Background: an optimization exercise with open tools, aiming at small area, a short achievable clock period and few clock cycles. Do not read the settings as production practice.
In this exercise RTL edits were held to simulation tests only and were not proved equivalent to the original.
Power and IR drop assume default switching activity.

==> flow/design.v <==
`default_nettype none
`timescale 1ns / 1ns
module alu (
  input  wire [31:0] operand1,
  input  wire [31:0] operand2,
  input  wire [ 3:0] operation,
  output reg  [31:0] result,
  output wire        zero
);
  localparam OP_ADD  = 4'b0000;
  localparam OP_SUB  = 4'b0001;
  localparam OP_AND  = 4'b0010;
  localparam OP_OR   = 4'b0011;
  localparam OP_XOR  = 4'b0100;
  localparam OP_SLL  = 4'b0101;
  localparam OP_SRL  = 4'b0110;
  localparam OP_SRA  = 4'b0111;
  localparam OP_SLT  = 4'b1000;
  localparam OP_SLTU = 4'b1001;
  wire signed [31:0] sign_op1;
  wire signed [31:0] sign_op2;
  assign sign_op1 = $signed(operand1);
  assign sign_op2 = $signed(operand2);
  assign zero = (result == 32'd0);
  always @( * )
  begin
    case (operation)
      OP_ADD:
        result =  operand1  +  operand2;
      OP_SUB: 
        result =  sign_op1  -  sign_op2;
      OP_AND: 
        result =  operand1  &  operand2;
      OP_OR: 
        result =  operand1  |  operand2;
      OP_XOR: 
        result =  operand1  ^  operand2;
      OP_SLL:
        result =  operand1 <<  operand2[4:0];
      OP_SRL:
        result =  operand1  >> operand2[4:0];
      OP_SRA:
        result =  sign_op1 >>> operand2[4:0];
      OP_SLT:
        result = (sign_op1  <  sign_op2) ? 32'd1 : 32'd0;
      OP_SLTU:
        result = (operand1  <  operand2) ? 32'd1 : 32'd0;
      default:
        result = 32'd0;
    endcase
  end
endmodule
`default_nettype none
`timescale 1ns / 1ns
module register_file (
  input  wire        clk,
  input  wire        rst_n,
  input  wire        we,
  input  wire [ 4:0] rd,
  input  wire [ 4:0] rs1,
  input  wire [ 4:0] rs2,
  input  wire [31:0] rd_data,
  output wire [31:0] rs1_data,
  output wire [31:0] rs2_data
);
  reg [31:0] registers[31:1];
  assign rs1_data  = (rs1 != 5'd0) ? registers[rs1] : 32'd0;
  assign rs2_data  = (rs2 != 5'd0) ? registers[rs2] : 32'd0;
  always @(posedge clk or negedge rst_n)
  begin
    if (!rst_n)
    begin
      registers[ 1] <= 32'd0;
      registers[ 2] <= 32'd0;
      registers[ 3] <= 32'd0;
      registers[ 4] <= 32'd0;
      registers[ 5] <= 32'd0;
      registers[ 6] <= 32'd0;
      registers[ 7] <= 32'd0;
      registers[ 8] <= 32'd0;
      registers[ 9] <= 32'd0;
      registers[10] <= 32'd0;
      registers[11] <= 32'd0;
      registers[12] <= 32'd0;
      registers[13] <= 32'd0;
      registers[14] <= 32'd0;
      registers[15] <= 32'd0;
      registers[16] <= 32'd0;
      registers[17] <= 32'd0;
      registers[18] <= 32'd0;
      registers[19] <= 32'd0;
      registers[20] <= 32'd0;
      registers[21] <= 32'd0;
      registers[22] <= 32'd0;
      registers[23] <= 32'd0;
      registers[24] <= 32'd0;
      registers[25] <= 32'd0;
      registers[26] <= 32'd0;
      registers[27] <= 32'd0;
      registers[28] <= 32'd0;
      registers[29] <= 32'd0;
      registers[30] <= 32'd0;
      registers[31] <= 32'd0;
    end
    else
    if (we && (rd != 5'd0))
      registers[rd] <= rd_data;
  end
endmodule
`default_nettype none
`timescale 1ns / 1ns
module cpu (
  input  wire        clk,
  input  wire        rst_n,
  output wire [31:0] address,
  output reg  [31:0] write_data,
  input  wire [31:0] read_data,
  output reg         we,
  output reg         re,
  input  wire        mem_busy
);
localparam [3:0]
    FETCH        = 4'd0,
    WAIT         = 4'd1,
    DECODE       = 4'd2,
    EXECUTE      = 4'd3,
    MEMORY       = 4'd4,
    MEMHALT      = 4'd5,
    WRITEBACK    = 4'd6,
    RMW_WAIT     = 4'd7,
    STORE_RMW    = 4'd8;
localparam [3:0]
    OP_ADD       = 4'b0000,
    OP_SUB       = 4'b0001,
    OP_AND       = 4'b0010,
    OP_OR        = 4'b0011,
    OP_XOR       = 4'b0100,
    OP_SLL       = 4'b0101,
    OP_SRL       = 4'b0110,
    OP_SRA       = 4'b0111,
    OP_SLT       = 4'b1000,
    OP_SLTU      = 4'b1001;
localparam [2:0]
    F3_ADD_SUB   = 3'b000,
    F3_SLL       = 3'b001,
    F3_SLT       = 3'b010,
    F3_SLTU      = 3'b011,
    F3_XOR       = 3'b100,
    F3_SRL_SRA   = 3'b101,
    F3_OR        = 3'b110,
    F3_AND       = 3'b111;
localparam [2:0]
    F3_LB        = 3'b000,
    F3_LH        = 3'b001,
    F3_LW        = 3'b010,
    F3_LBU       = 3'b100,
    F3_LHU       = 3'b101;
localparam [2:0]
    F3_SB        = 3'b000,
    F3_SH        = 3'b001,
    F3_SW        = 3'b010;
localparam [2:0]
    F3_BEQ       = 3'b000,
    F3_BNE       = 3'b001,
    F3_BLT       = 3'b100,
    F3_BGE       = 3'b101,
    F3_BLTU      = 3'b110,
    F3_BGEU      = 3'b111;
localparam [6:0]
    F7_ADD       = 7'b0000000,
    F7_SUB       = 7'b0100000,
    F7_SLL       = 7'b0000000,
    F7_SLT       = 7'b0000000,
    F7_SLTU      = 7'b0000000,
    F7_XOR       = 7'b0000000,
    F7_SRL       = 7'b0000000,
    F7_SRA       = 7'b0100000,
    F7_OR        = 7'b0000000,
    F7_AND       = 7'b0000000;
localparam [6:0]
    OPCODE_LUI      = 7'b0110111,
    OPCODE_AUIPC    = 7'b0010111,
    OPCODE_JAL      = 7'b1101111,
    OPCODE_JALR     = 7'b1100111,
    OPCODE_BRANCH   = 7'b1100011,
    OPCODE_LOAD     = 7'b0000011,
    OPCODE_STORE    = 7'b0100011,
    OPCODE_OP_IMM   = 7'b0010011,
    OPCODE_OP       = 7'b0110011;
  reg [31:0] PC;
  reg [31:0] inst;
  reg [31:0] address_reg;
  reg [31:0] reg_w_data;
  reg [31:0] alu_operand1;
  reg [31:0] alu_operand2;
  reg [31:0] imm;
  reg [ 4:0] reg_write_addr;
  reg [ 3:0] alu_op;
  reg [ 3:0] state;
  reg [ 3:0] next_state;
  reg [ 1:0] mem_offset;
  reg        reg_we;
  wire [31:0] rs1_data;
  wire [31:0] rs2_data;
  wire [31:0] alu_result;
  wire [ 6:0] opcode;
  wire [ 6:0] funct7;
  wire [ 4:0] rs1;
  wire [ 4:0] rs2;
  wire [ 4:0] rd;
  wire [ 2:0] funct3;
  wire        alu_zero;
  assign address = address_reg;
  assign opcode = inst[ 6: 0];
  assign funct7 = inst[31:25];
  assign rs1    = inst[19:15];
  assign rs2    = inst[24:20];
  assign rd     = inst[11: 7];
  assign funct3 = inst[14:12];
  register_file reg_file (
    .rst_n     (rst_n),
    .clk       (clk),
    .we        (reg_we),
    .rd        (reg_write_addr),
    .rs1       (rs1),
    .rs2       (rs2),
    .rd_data   (reg_w_data),
    .rs1_data  (rs1_data),
    .rs2_data  (rs2_data)
  );
  alu alu_inst (
    .operand1  (alu_operand1),
    .operand2  (alu_operand2),
    .operation (alu_op),
    .result    (alu_result),
    .zero      (alu_zero)
  );
  always @( * )
  begin
    case (opcode)
      OPCODE_OP_IMM,
      OPCODE_LOAD,
      OPCODE_JALR: 
        imm = {{20{inst[31]}}, inst[31:20]};
      OPCODE_STORE:
        imm = {{20{inst[31]}}, 
                   inst[31:25], 
                   inst[11:7]};
      OPCODE_BRANCH:
        imm = {{20{inst[31]}}, 
                   inst[7], 
                   inst[30:25], 
                   inst[11: 8], 
                   1'b0};
      OPCODE_LUI,
      OPCODE_AUIPC:
        imm = {inst[31: 12], 12'b0};
      OPCODE_JAL:
        imm = {{11{inst[31]}},
                   inst[31],
                   inst[19:12],
                   inst[20],
                   inst[30:21],
                   1'b0};
      default: imm = 32'd0;
    endcase
  end
  always @( * )
  begin
    case (state)
      FETCH:
        next_state = WAIT;
      WAIT:
        next_state = (mem_busy || re) ? WAIT : DECODE;
      DECODE:
        next_state = EXECUTE;
      EXECUTE:
      begin
        if (opcode == OPCODE_LOAD || opcode == OPCODE_STORE)
          next_state = MEMORY;
        else
          next_state = WRITEBACK;
      end
      MEMORY:
      begin
        if (opcode == OPCODE_LOAD)
          next_state = (mem_busy || re) ? MEMORY : MEMHALT;
        else
          if (opcode == OPCODE_STORE)
          begin
            if (funct3 == F3_SW)
              next_state = (mem_busy || re) ? MEMORY : MEMHALT;
            else
              if (funct3 == F3_SB || funct3 == F3_SH)
                next_state = (mem_busy || re) ? MEMORY : RMW_WAIT;
              else
                next_state = (mem_busy || re) ? MEMORY : MEMHALT;
          end
          else
            next_state = WRITEBACK;
      end
      RMW_WAIT:
        next_state = (mem_busy || re || we) ? RMW_WAIT  : STORE_RMW;
      STORE_RMW:
        next_state = (mem_busy || re || we) ? STORE_RMW : MEMHALT;
      MEMHALT:
        next_state = (mem_busy || re || we) ? MEMHALT   : WRITEBACK;
      WRITEBACK:
        next_state = FETCH;
      default:
        next_state = FETCH;
    endcase
  end
  always @(posedge clk or negedge rst_n)
  begin
    if (!rst_n)
    begin
      state       <= FETCH;
      PC          <= 32'h00004000;  
      inst        <= 32'h00000013;
      reg_we      <= 1'b0;
      re          <= 1'b0;
      we          <= 1'b0;
      write_data  <= 32'd0;
      address_reg <= 32'h00004000;
      mem_offset  <= 2'b00;
    end
    else
    begin
      state      <= next_state;
      reg_we     <= 1'b0;   
      write_data <= 32'd0;  
      re         <= 1'b0;
      we         <= 1'b0;
      case (state)
        FETCH:
        begin
          re          <= 1'b1;
          address_reg <= PC;
        end
        WAIT:
        begin
          re   <= 1'b0;
        end
        DECODE:
        begin
          inst <= read_data;
        end
        EXECUTE:
        begin
          case (opcode)
            OPCODE_OP:
            begin
              alu_operand1 <= rs1_data;
              alu_operand2 <= rs2_data;
              case (funct3)
                F3_ADD_SUB:
                  alu_op <= funct7[5] ? OP_SUB : OP_ADD;
                F3_AND:
                  alu_op <= OP_AND;
                F3_OR:
                  alu_op <= OP_OR;
                F3_XOR:
                  alu_op <= OP_XOR;
                F3_SLL:
                  alu_op <= OP_SLL;
                F3_SRL_SRA:
                  alu_op <= funct7[5] ? OP_SRA : OP_SRL;
                F3_SLT:
                  alu_op <= OP_SLT;
                F3_SLTU:
                  alu_op <= OP_SLTU;
                default:
                  alu_op <= 4'b1111;  
              endcase
            end
            OPCODE_OP_IMM:
            begin
              alu_operand1 <= rs1_data;
              if (funct3 == F3_SLL || funct3 == F3_SRL_SRA)
                alu_operand2 <= inst[24: 20];
              else
                alu_operand2 <= imm;
              case (funct3)
                F3_ADD_SUB:
                  alu_op <= OP_ADD;
                F3_AND:
                  alu_op <= OP_AND;
                F3_OR:
                  alu_op <= OP_OR;
                F3_XOR:
                  alu_op <= OP_XOR;
                F3_SLT:
                  alu_op <= OP_SLT;
                F3_SLTU:
                  alu_op <= OP_SLTU;
                F3_SLL:
                  alu_op <= OP_SLL;
                F3_SRL_SRA:
                  alu_op <= (inst[30]) ? OP_SRA : OP_SRL;
                default:
                  alu_op <= 4'b1111;
              endcase
            end
            OPCODE_LOAD:
            begin
              alu_operand1 <= rs1_data;
              alu_operand2 <= imm;
              alu_op       <= OP_ADD;
            end
            OPCODE_STORE:
            begin
              alu_operand1 <= rs1_data;
              alu_operand2 <= imm;
              alu_op       <= OP_ADD;
            end
           OPCODE_JAL:
            begin
              alu_operand1 <= PC;
              alu_operand2 <= imm;
              alu_op       <= OP_ADD;
            end
            OPCODE_JALR:
            begin
              alu_operand1 <= rs1_data;
              alu_operand2 <= imm;
              alu_op       <= OP_ADD;
            end
            OPCODE_BRANCH:
            begin
              alu_operand1 <= rs1_data;
              alu_operand2 <= rs2_data;
              alu_op       <= OP_SUB;
            end
            OPCODE_AUIPC:
            begin
              alu_operand1 <= PC;
              alu_operand2 <= imm;
              alu_op       <= OP_ADD;
            end
            OPCODE_LUI:
            begin
              alu_operand1 <= 32'd0;
              alu_operand2 <= imm;
              alu_op       <= OP_ADD;
            end
            default:
            begin
              alu_operand1 <= 32'd0;
              alu_operand2 <= 32'd0;
              alu_op       <= 4'b1111;
            end
          endcase
        end
        MEMORY:
        begin
          if (opcode == OPCODE_LOAD)
          begin
            re          <= 1'b1;
            address_reg <= alu_result & 32'hFFFFFFFC;
            mem_offset  <= alu_result[1: 0];
          end
          else
            if (opcode == OPCODE_STORE)
            begin
              if (funct3 == F3_SW)
              begin
                write_data  <= rs2_data;
                we          <= 1'b1;
                address_reg <= alu_result;
              end
              else
                if (funct3 == F3_SB || funct3 == F3_SH)
                begin
                  re          <= 1'b1;
                  address_reg <= alu_result & 32'hFFFFFFFC;
                  mem_offset  <= alu_result[1:0];
                end
            end
        end
        RMW_WAIT:
        begin
        end
        STORE_RMW:
        begin
          if (funct3 == F3_SB)
          begin
            case (mem_offset[1: 0])
              2'b00:
                write_data <= {read_data[31:8], rs2_data[7:0]};
              2'b01:
                write_data <= {read_data[31:16], rs2_data[7:0], read_data[7: 0]};
              2'b10:
                write_data <= {read_data[31:24], rs2_data[7:0], read_data[15: 0]};
              2'b11:
                write_data <= {rs2_data[7:0], read_data[23:0]};
              default:
                write_data <= read_data;
            endcase
          end
          else
            if (funct3 == F3_SH)
            begin
              if (mem_offset[1] == 1'b0)
                write_data <= {read_data[31: 16], rs2_data[15: 0]};
              else
                write_data <= {rs2_data[15: 0], read_data[15: 0]};
            end
            else
              write_data <= read_data;
          we <= 1'b1;
        end
        MEMHALT:
        begin
        end
        WRITEBACK:
        begin
          if (opcode == 7'b0000011)
          begin
            case (funct3)
              F3_LB:
              begin
                case (mem_offset[1: 0])
                  2'b00:   reg_w_data <= {{24{read_data[ 7]}}, read_data[ 7: 0]};
                  2'b01:   reg_w_data <= {{24{read_data[15]}}, read_data[15: 8]};
                  2'b10:   reg_w_data <= {{24{read_data[23]}}, read_data[23:16]};
                  2'b11:   reg_w_data <= {{24{read_data[31]}}, read_data[31:24]};
                  default: reg_w_data <= read_data;
                endcase
              end
              F3_LH:
              begin
                if (mem_offset[1] == 1'b0)
                  reg_w_data <= {{16{read_data[15]}}, read_data[15:0]};
                else
                  reg_w_data <= {{16{read_data[31]}}, read_data[31:16]};
              end
              F3_LW:
              begin
                reg_w_data <= read_data;
              end
              F3_LBU:
              begin
                case (mem_offset[1: 0])
                  2'b00:
                    reg_w_data <= {24'd0, read_data[ 7:0]};
                  2'b01:
                    reg_w_data <= {24'd0, read_data[15:8]};
                  2'b10:
                    reg_w_data <= {24'd0, read_data[23:16]};
                  2'b11:
                    reg_w_data <= {24'd0, read_data[31:24]};
                  default:
                    reg_w_data <= read_data;
                endcase
              end
              F3_LHU:
              begin
                if (mem_offset[1] == 1'b0)
                  reg_w_data <= {16'd0, read_data[15: 0]};
                else
                  reg_w_data <= {16'd0, read_data[31:16]};
              end
              default:
                reg_w_data <= read_data;
            endcase
          end
          else if (opcode == OPCODE_JAL || 
                   opcode == OPCODE_JALR)
            reg_w_data <= PC + 4;
          else if (opcode == OPCODE_LUI)
            reg_w_data <= imm;
          else if (opcode == OPCODE_AUIPC)
            reg_w_data <= PC + imm;
          else if (opcode == OPCODE_OP_IMM || 
                   opcode == OPCODE_OP)
            reg_w_data <= alu_result;
          else
            reg_w_data <= 32'd0;
          if (opcode == OPCODE_LOAD  || opcode == OPCODE_JAL    ||
              opcode == OPCODE_JALR  || opcode == OPCODE_LUI    ||
              opcode == OPCODE_AUIPC || opcode == OPCODE_OP_IMM ||
              opcode == OPCODE_OP)
          begin
            reg_write_addr <= rd;
            reg_we <= (rd != 5'd0);
          end
          else
            reg_we <= 1'b0;
          if (opcode == OPCODE_JAL)
            PC <= alu_result;
          else
            if (opcode == OPCODE_JALR)
              PC <= alu_result & ~32'd1;
            else
              if (opcode == OPCODE_BRANCH)
              begin
                case (funct3)
                  F3_BEQ:
                    PC <= (alu_zero) ? (PC + imm) : (PC + 4);
                  F3_BNE:
                    PC <= (!alu_zero) ? (PC + imm) : (PC + 4);
                  F3_BLT:
                    PC <= ($signed(rs1_data) < $signed(rs2_data)) ? (PC + imm) : (PC + 4);
                  F3_BGE:
                    PC <= ($signed(rs1_data) >= $signed(rs2_data)) ? (PC + imm) : (PC + 4);
                  F3_BLTU:
                    PC <= (rs1_data < rs2_data) ? (PC + imm) : (PC + 4);
                  F3_BGEU:
                    PC <= (rs1_data >= rs2_data) ? (PC + imm) : (PC + 4);
                  default: 
                    PC <= PC + 4;
                endcase
              end
              else
                PC <= PC + 4;
        end
        default: ;
      endcase
    end
  end
endmodule
==> flow/run.sh <==
#!/bin/bash
# synth_recipe.tcl (not shown) runs the flow's synth.tcl, then flattens the netlist and writes it again
# the make line also repeats each setting of config.mk as NAME=value (left out here)
make -C /OpenROAD-flow-scripts/flow DESIGN_CONFIG=/design/flow/config.mk WORK_HOME=/design/flow/orfs CLKGATE_MAP_FILE= SYNTH_SCRIPT=/design/flow/synth_recipe.tcl finish
==> flow/config.mk <==
export PLATFORM = sky130hd
export DESIGN_NAME = cpu
export DESIGN_NICKNAME = cpu
export VERILOG_FILES = /design/flow/design.v
export SDC_FILE = /design/flow/constraint.sdc
export NUM_CORES = 8
export LEC_CHECK = 0
export CAP_MARGIN = 20
export CORE_MARGIN = 2
export CORE_UTILIZATION = 40
export SLEW_MARGIN = 20
==> flow/constraint.sdc <==
create_clock -name core_clock -period 10.0 [get_ports {clk}]
set_input_delay 2.0000 -clock core_clock [delete_from_list [all_inputs] [get_ports {clk}]]
set_output_delay 2.0000 -clock core_clock [all_outputs]
set_load 0.01 [all_outputs]
==> flow_summary.yaml <==
status:
  outcome: "timing/DRC/antenna clean"
synth:
  yosysSeqAreaShare_pct: 42.5
  postSynthCellCount: 7005
  post-synth-top-area-cell: "sky130_fd_sc_hd__dfrtp_1"
  synth.net_count: 7204
  ys_top_cells_by_area: "sky130_fd_sc_hd__dfrtp_1 (38%), sky130_fd_sc_hd__mux2_2 (16%), sky130_fd_sc_hd__a22oi_1 (6.5%)"
  synth_flop_cell: "sky130_fd_sc_hd__dfrtp_1"
  synth_area_per_cell_um2: 10.5
  unique_masters_post_synth: 98
  synthesis.yosys.warnings: 4
  synth-async-reset-ratio_pct: 91.5
  post_synth_instance_area_mm2: 0.0739
  yosys_register_bits: 1234
  synth_top_area_share_pct: 38.1
  post_synth_edffs: 105
finish:
  synthToLayoutAreaGrowth_pct: 12.7
  seq_area_mm2: 0.0314
  final_layout_size_suffix_gt1_share_pct: 25.3
  layout_commonest_cell: "sky130_fd_sc_hd__dfrtp_1"
  most-common-layout-cells: "sky130_fd_sc_hd__dfrtp_1 (1,124), sky130_fd_sc_hd__mux2_2 (1,053), sky130_fd_sc_hd__a22oi_1 (641), sky130_fd_sc_hd__nand2_1 (337), sky130_fd_sc_hd__buf_4 (247)"
  registers.top_by_ff_count: "reg_file.registers"
  multi_input_comb_area_mm2: 0.0399
  layout.filler_cells: 17100
  layout.cells.non_filler: 9450
  largest_register_ffs: 992
  layout.cell_area.non_filler_mm2: 0.0832
  finalNetCount: 7054
  core_util_final_pct: 45.4
global_routing:
  grt_first_pass_wirelength_mm: 542
  antenna_violations_before_repair: 21
  track_usage_pct: 41.0
  first_global_vias: 66500
  pin_count_of_the_biggest_net_entering_global_routing: 174
  global_route.overflow_total: 0
sta:
  final_period_minus_worst_setup_slack_ns: 7.73
  slew_headroom_pct: 18.3
  max_slew.worst_pin.slew_ns: 1.23
  period_share_pct: 77.3
  report.final.hold_viol_count: 0
  final-setup-viol-count: 0
  fin_tns_setup_ns: 0
  fmaxAchievable_ghz: 0.129
  fin_ws_ns: 2.27
  fin_skew_ns: 0.0946
  maxSlewViolCount: 0
  hold-worst-slack_ns: 0.478
  rsz0062_at_grt: "no"
power:
  vdd_drop_max_mv: 0.177
  total_power_mw: 16.6
  p_leak_nw: 37.1
  pwr_density_cell_mw_per_mm2: 200
critical_path:
  arrival_ns: 8.40
  timing.critical_path.from_type: "flip-flop"
  cp.required_ns: 10.67
  r2r_setup_slack_ns: 2.27
  worstPathMaxFanout: 23
  reg2regPathDepth: 21
  critical_path.endpoint_type: "flip-flop"
  rr_startpoint: "inst[20]"
  regToRegEndpoint: "PC[8]"
  timing_worst_setup_path_type: "reg2reg"
placement:
  dp_hpwl_mm: 260
  place.detailed.instances: 9168
  place_ws_ns: 2.76
  io_buffer_count: 100
  detailed_place.area_mm2: 0.0781
  place.gp.congestion: 1.04
clock_tree:
  cts_num_sinks: 1234
  ctsHoldBuffers: 0
  htreeDepth: 4
  cts.repair.resized: 0
  path_clk_slew_ns: 0.06
  post_cts_buffers: 0
  cts_inserted_buffers: 139
  ctsRootBufferMaster: "sky130_fd_sc_hd__clkbuf_16"
  max-clock-path-buffers: 3
  clk_latency_ns: 0.87
  cts_tree: "yes"
die:
  core.rowCount: 157
  die-height_um: 434
  floorplan.initialDensity_pct: 40.3
  chipWidth_um: 434
  dieArea_mm2: 0.188
  floorplan.io_pins: 101
  coreArea_mm2: 0.183
routing:
  antenna_left: 0
  postRouteWirelength_mm: 398
  drt_first_pass_iters: 15
  vias_per_instance: 7.50
  detail_route.wl_per_cell_um: 42.1
  drc: 0
  drt_iter0_drc: 14400
  vias: 70900
min_path:
  hold_class: "reg2reg"
  hold_end: "address_reg[14]"
  worst_hold_startpoint: "address_reg[14]"
  hold_path_depth: 2
run:
  cap_violations: 0
worst max-delay path, stage by stage, from the launching register on:
cell                       delay [ns]
sky130_fd_sc_hd__dfrtp_1         0.56
sky130_fd_sc_hd__or3b_2          0.69
sky130_fd_sc_hd__nor2_4          0.57
sky130_fd_sc_hd__buf_4           0.64
sky130_fd_sc_hd__a22o_1          0.26
sky130_fd_sc_hd__a221oi_1        0.06
sky130_fd_sc_hd__nand3_1         0.14
sky130_fd_sc_hd__or3_1           0.59
sky130_fd_sc_hd__inv_1           0.11
sky130_fd_sc_hd__ha_1            0.33
sky130_fd_sc_hd__nor2b_1         0.14
sky130_fd_sc_hd__o21ai_0         0.19
sky130_fd_sc_hd__nand2b_1        0.08
sky130_fd_sc_hd__a21oi_1         0.30
sky130_fd_sc_hd__o221ai_1        0.18
sky130_fd_sc_hd__a21oi_1         0.18
sky130_fd_sc_hd__xor2_1          0.25
sky130_fd_sc_hd__a21bo_2         0.29
sky130_fd_sc_hd__a21boi_1        0.61
sky130_fd_sc_hd__a21o_1          0.89
sky130_fd_sc_hd__mux2i_1         0.28
sky130_fd_sc_hd__o21ai_0         0.10
cell families (layout without fill, tap and decap cells):
family | after synthesis | in the layout | synth area share (%)
AOI/OAI and AO/OA | 2097 | 2097 | 20.8
xor gates and xnor gates | 83 | 83 | 0.984
adders and majority gates | 164 | 164 | 2.81
buffers and inverters | 828 | 793 | 4.43
DFF | 1234 | 1234 | 42.5
muxes | 1201 | 1201 | 18.9
other | 0 | 16 | 0
and+or+nand+nor | 1398 | 1398 | 9.49
synth_stat cells, types with 40 or more instances:
master,number
sky130_fd_sc_hd__dfrtp_1,1124
sky130_fd_sc_hd__a211oi_1,51
sky130_fd_sc_hd__ha_1,161
sky130_fd_sc_hd__nor3_1,56
sky130_fd_sc_hd__buf_2,49
sky130_fd_sc_hd__nand4_1,124
sky130_fd_sc_hd__clkbuf_1,509
sky130_fd_sc_hd__nand3_1,234
sky130_fd_sc_hd__a21oi_1,237
sky130_fd_sc_hd__inv_1,161
sky130_fd_sc_hd__a221oi_1,182
sky130_fd_sc_hd__or4_1,59
sky130_fd_sc_hd__a22o_1,224
sky130_fd_sc_hd__nand2_1,346
sky130_fd_sc_hd__mux2i_1,96
sky130_fd_sc_hd__mux4_2,50
sky130_fd_sc_hd__a21o_1,61
sky130_fd_sc_hd__nor2_1,299
sky130_fd_sc_hd__o211ai_1,40
sky130_fd_sc_hd__nor4_1,40
sky130_fd_sc_hd__edfxtp_1,105
sky130_fd_sc_hd__mux2_2,1053
sky130_fd_sc_hd__buf_1,84
sky130_fd_sc_hd__o22ai_1,71
sky130_fd_sc_hd__a22oi_1,641
sky130_fd_sc_hd__xnor2_1,51
sky130_fd_sc_hd__nor2b_1,46
sky130_fd_sc_hd__o21ai_0,226
sky130_fd_sc_hd__a222oi_1,71
worst max-delay path by stage:
stage / start / endpoint / slack, ns / cells past startpoint
5_1_grt: inst[20] / PC[31] / 2.14 / 21
3_3_place_gp: inst[24] / PC[11] / 2.82 / 20
3_5_place_dp: inst[20] / PC[31] / 2.76 / 21
2_1_floorplan: rst_n / alu_op[0] / 0.43 / 1
6_report: inst[20] / PC[8] / 2.27 / 21
4_1_cts: inst[20] / PC[8] / 2.72 / 21
power by group:
part,internal (mW),total (mW),leakage [nW],switching [mW]
logic,1.36,5.15,18.1,3.79
clock network,3.17,5.56,2.39,2.39
registers,5.37,5.93,16.6,0.557
total,9.90,16.6,37.1,6.74
per-layer routing:
| metal | global-route usage (%) | up-vias | part of all wire, % |
|---|---|---|---|
| met5 | 0.286 | - | 0.070 |
| met4 | 28.5 | 25 | 9.3 |
| met3 | 17.0 | 2110 | 15 |
| met2 | 57.9 | 6782 | 40 |
| met1 | 50.5 | 35200 | 36 |
| li1 | - | 26800 | - |
area by class of cell:
cell class,instances,share of cell area [%]
well taps,2464,3.70
multi-input cells,4943,47.9
clock inverters,61,1.10
inverters,168,0.758
clock buffers,195,4.82
repair buffers,369,3.89
flip-flops and latches,1234,37.7
diodes,16,0.0481
Testbench counts, summed over its fixed seeds: cycles 714,085.

-- re-timing with driven ports --
The flow's constraints put no driver on any port. The routed layout listed below was extracted and timed again, unchanged, in two steps. Step 1 (the two cells are an assumption about what drives the block):
set clk [get_ports {clk}]
set_driving_cell -lib_cell sky130_fd_sc_hd__clkbuf_16 $clk
set_driving_cell -lib_cell sky130_fd_sc_hd__buf_2 [delete_from_list [all_inputs] $clk]
Step 2 also shifts input and output timing later by t, the mid clock arrival at the registers, as if the neighbouring blocks saw the same clock. Slacks: no drivers / after step 1 / after step 2; pairs: no drivers / after step 1.
t, ns: 0.916
setup slack, ns: 2.270 / 2.270 / 2.270
worst data-port slew with drivers (ns): 0.06
pins driven straight from the clock port: 1
After both steps setup and hold are still met in this run. For this run, drivers alone change the setup slack by 0.000 ns; drivers and shift together by 0.000 ns.
